Context: an optimization exercise on an open-source flow, tuned for small area, a short achievable clock period and few clock cycles. The choices shown serve that exercise and are no tape-out recipe.
At most, simulation tests tie the RTL to the original design; equivalence was not proved.
The clock input has no modelled driver; a real chip could not lean on it and would need a root buffer or a full tree.
Power and IR drop assume default switching activity.

Setup of trial 33:
## LBP
module LBP ( clk, reset, gray_addr, gray_req, gray_ready, gray_data, lbp_addr, lbp_valid, lbp_data, finish);
input clk;
input reset;
output reg [13:0] gray_addr;
output reg gray_req;
input gray_ready;
input [7:0] gray_data;
output reg [13:0] lbp_addr;
output reg lbp_valid;
output reg [7:0] lbp_data;
output reg finish;
reg [2:0] r;         
reg col_end;         
reg x_last;          
wire [6:0] gx = gray_addr[6:0];
wire [6:0] gy = gray_addr[13:7];
wire strip_end = col_end & x_last;
wire is_last = strip_end & (&gy);
always @(posedge clk or posedge reset) begin
    if (reset) begin
        gray_req <= 1'b0;
        finish <= 1'b0;
        lbp_valid <= 1'b0;
    end else begin
        lbp_valid <= gray_req & (|r[2:1]) & (|gx[6:1]);
        if (gray_req) begin
            if (is_last) begin
                gray_req <= 1'b0;
                finish <= 1'b1;
            end
        end else if (gray_ready & ~finish) begin
            gray_req <= 1'b1;
        end
    end
end
wire [6:0] y_step = {{4{col_end}}, {2{strip_end}}, 1'b1};
always @(posedge clk) begin
    x_last <= &gx;
    if (!gray_req) begin
        gray_addr <= 14'd0;
        r <= 3'd0;
        col_end <= 1'b0;
    end else begin
        r <= r + 3'd1;
        col_end <= (r == 3'd6);
        gray_addr[13:7] <= gy + y_step;
        if (col_end) gray_addr[6:0] <= gx + 7'd1;
    end
end
function [1:0] cmp_merge;
  ...
Size in the first run: about 380 cells after synthesis, ~50 I/O pins.
==> module LBP, before the edit <==
module LBP ( clk, reset, gray_addr, gray_req, gray_ready, gray_data, lbp_addr, lbp_valid, lbp_data, finish);
input clk;
input reset;
output reg [13:0] gray_addr;
output reg gray_req;
input gray_ready;
input [7:0] gray_data;
output reg [13:0] lbp_addr;
output reg lbp_valid;
output reg [7:0] lbp_data;
output reg finish;
reg [2:0] r;         
reg col_end;         
reg x_last;          
wire [6:0] gx = gray_addr[6:0];
wire [6:0] gy = gray_addr[13:7];
wire strip_end = col_end & x_last;
wire is_last = strip_end & (&gy);
always @(posedge clk or posedge reset) begin
    if (reset) begin
        gray_req <= 1'b0;
        finish <= 1'b0;
        lbp_valid <= 1'b0;
    end else begin
        lbp_valid <= gray_req & (|r[2:1]) & (|gx[6:1]);
        if (gray_req) begin
            if (is_last) begin
                gray_req <= 1'b0;
                finish <= 1'b1;
            end
        end else if (gray_ready & ~finish) begin
            gray_req <= 1'b1;
        end
    end
end
wire [6:0] y_step = {{4{col_end}}, {2{strip_end}}, 1'b1};
always @(posedge clk) begin
    x_last <= &gx;
    if (!gray_req) begin
        gray_addr <= 14'd0;
        r <= 3'd0;
        col_end <= 1'b0;
    end else begin
        r <= r + 3'd1;
        col_end <= (r == 3'd6);
        gray_addr[13:7] <= gy + y_step;
        if (col_end) gray_addr[6:0] <= gx + 7'd1;
    end
end
function [1:0] cmp_merge;
    input [1:0] hi, lo;
    cmp_merge = {hi[1] | (~hi[0] & lo[1]), hi[0] | (~hi[1] & lo[0])};
endfunction
function [1:0] cmp;
    input [7:0] a, b;
    reg [1:0] p0, p1, p2, p3, p4, p5, p6, p7;
    begin
        p0 = {a[0] & ~b[0], ~a[0] & b[0]};
        p1 = {a[1] & ~b[1], ~a[1] & b[1]};
        p2 = {a[2] & ~b[2], ~a[2] & b[2]};
        p3 = {a[3] & ~b[3], ~a[3] & b[3]};
        p4 = {a[4] & ~b[4], ~a[4] & b[4]};
        p5 = {a[5] & ~b[5], ~a[5] & b[5]};
        p6 = {a[6] & ~b[6], ~a[6] & b[6]};
        p7 = {a[7] & ~b[7], ~a[7] & b[7]};
        cmp = cmp_merge(cmp_merge(cmp_merge(p7, p6), cmp_merge(p5, p4)),
                        cmp_merge(cmp_merge(p3, p2), cmp_merge(p1, p0)));
    end
endfunction
reg [7:0] c1, c2, c3, c4, c5, c6, c7, c8, c9;
wire [1:0] k0 = cmp(gray_data, c9);
wire [1:0] k1 = cmp(c1, c9);
wire [1:0] k2 = cmp(c2, c9);
wire [1:0] k8 = cmp(c8, c9);
reg [8:0] d0;    
reg [7:0] d1;    
reg [6:0] d2;    
reg       d8;    
always @(posedge clk) begin
    c1 <= gray_data; c2 <= c1; c3 <= c2; c4 <= c3; c5 <= c4;
    c6 <= c5; c7 <= c6; c8 <= c7; c9 <= c8;
    d0 <= {d0[7:0], ~k0[1]};
    d1 <= {d1[6:0], ~k1[1]};
    d2 <= {d2[5:0], ~k2[1]};
    d8 <= ~k8[1];
    lbp_data <= {~k0[0], ~k8[0], d2[6], ~k1[0], d1[7], ~k2[0], d8, d0[8]};
    lbp_addr <= {gy - 7'd1, gx - 7'd1};
end
endmodule
clock: 4.0 ns
lec_check: 0
cap_margin: 20
core_margin: 2
core_utilization: 50
setup_slack_margin: 2.4
slew_margin: 20
standard.sh (not shown) runs the stock make flow with config.mk's settings and CLKGATE_MAP_FILE= SYNTH_SCRIPT=/design/flow/synth_recipe.tcl, a recipe that flattens the netlist after the stock synthesis.
==> flow/flow/run.sh <==
#!/bin/bash
set -euo pipefail
W=$PWD
source flow/params.sh
bash standard.sh synth > synth.log 2>&1
R=$W/orfs/results/$FLOW_PLATFORM/LBP/base
cp "$R/1_2_yosys.v" "$W/standard_1_2_yosys.v"
LIB_FILE="$FLOW_HOME/platforms/$FLOW_PLATFORM/lib/sky130_fd_sc_hd__tt_025C_1v80.lib" \
NETLIST_IN="$W/standard_1_2_yosys.v" NETLIST_OUT="$W/remapped.v" \
DONT_USE="$(cat flow/dont_use.txt)" \
  yosys -c flow/remap.tcl > remap.log 2>&1
cp "$W/remapped.v" "$R/1_2_yosys.v"
bash standard.sh PRE_CTS_TCL="$W/flow/cts_manual.tcl" \
  "BUFFER_PORTS_ARGS=-buffer_cell $PORT_BUF" finish > layout.log 2>&1
Other scripts of this flow, unchanged in this note and not shown: flow/flow/cts_manual.tcl, flow/flow/dont_use.txt, flow/flow/params.sh, flow/flow/remap.tcl
Testbench counts of trial 33, summed over its fixed seeds: cycles 172,040.
Changes in build 27 relative to trial 33:
diff --git a/flow/design.v b/flow/design.v
--- a/flow/design.v
+++ b/flow/design.v
@@ -13,8 +13,7 @@
 reg [2:0] r;         
 reg col_end;         
-reg x_last;          
 wire [6:0] gx = gray_addr[6:0];
 wire [6:0] gy = gray_addr[13:7];
-wire strip_end = col_end & x_last;
+wire strip_end = col_end & (&gx);
 wire is_last = strip_end & (&gy);
 always @(posedge clk or posedge reset) begin
@@ -37,5 +36,4 @@
 wire [6:0] y_step = {{4{col_end}}, {2{strip_end}}, 1'b1};
 always @(posedge clk) begin
-    x_last <= &gx;
     if (!gray_req) begin
         gray_addr <= 14'd0;
Results
- Changes observed in build 27 relative to trial 33: logic gate share of total power +19 points; synthesized instance count +14; flip-flop and latch count now sits lower; multi-input logic portion of the cell area went up by 0.74 points.
- Between trial 33 and build 27, the flow reports clock power increasing slightly.
- gray_addr[13] as the critical path launch point was reported by trial 33, and gray_addr[0] by build 27.
- Utilization trial 33 -> build 27: up
- Going from trial 33 to build 27, area of the die rose 48 µm², sequential share of cell area dropped 4.9 points, post-cts resize count picked up an extra 4, final critical delay including setup and external delays went up by 0.34 ns.
- From trial 33 to build 27 the numbers moved as follows: share of power burned in registers fell by 13 points; detailed-route wire length rose by 830 µm.
The RTL of build 27 was laid out without a check of its function. In every run of this note, the design's own scripts or RTL, not TritonCTS, make the clock network.

[static timing again, ports no longer ideal]
In the flow no input, the clock included, has a driving cell. The finished layouts below were timed again as built, in two steps.
Step 1: set_driving_cell puts a clkbuf_16 on clk and a buf_2 on each other input, an assumption about the parent block.
Step 2 adds t to the input delays and takes it off the output delays; t is the mean of the earliest and latest rising clock arrival at the registers after step 1. Input paths then give back, and output paths get back, about the clock's delay inside the block.
a / b / c = no drivers / after step 1 / after step 2; a / b = the first two.
run | shift t [ns] | setup WS [ns] | worst setup path after step 2 | slew at the worst register clock pin (ns)
trial 33 | 0.246 | 2.466 / 2.391 / 2.302 | input to register | 0.12 / 0.12
build 27 | 0.247 | 2.125 / 2.125 / 2.125 | register to register | 0.12 / 0.12
After both steps setup and hold are still met in every run listed. For trial 33, which loses most, drivers alone change the setup slack by -0.075 ns; drivers and shift together by -0.164 ns.
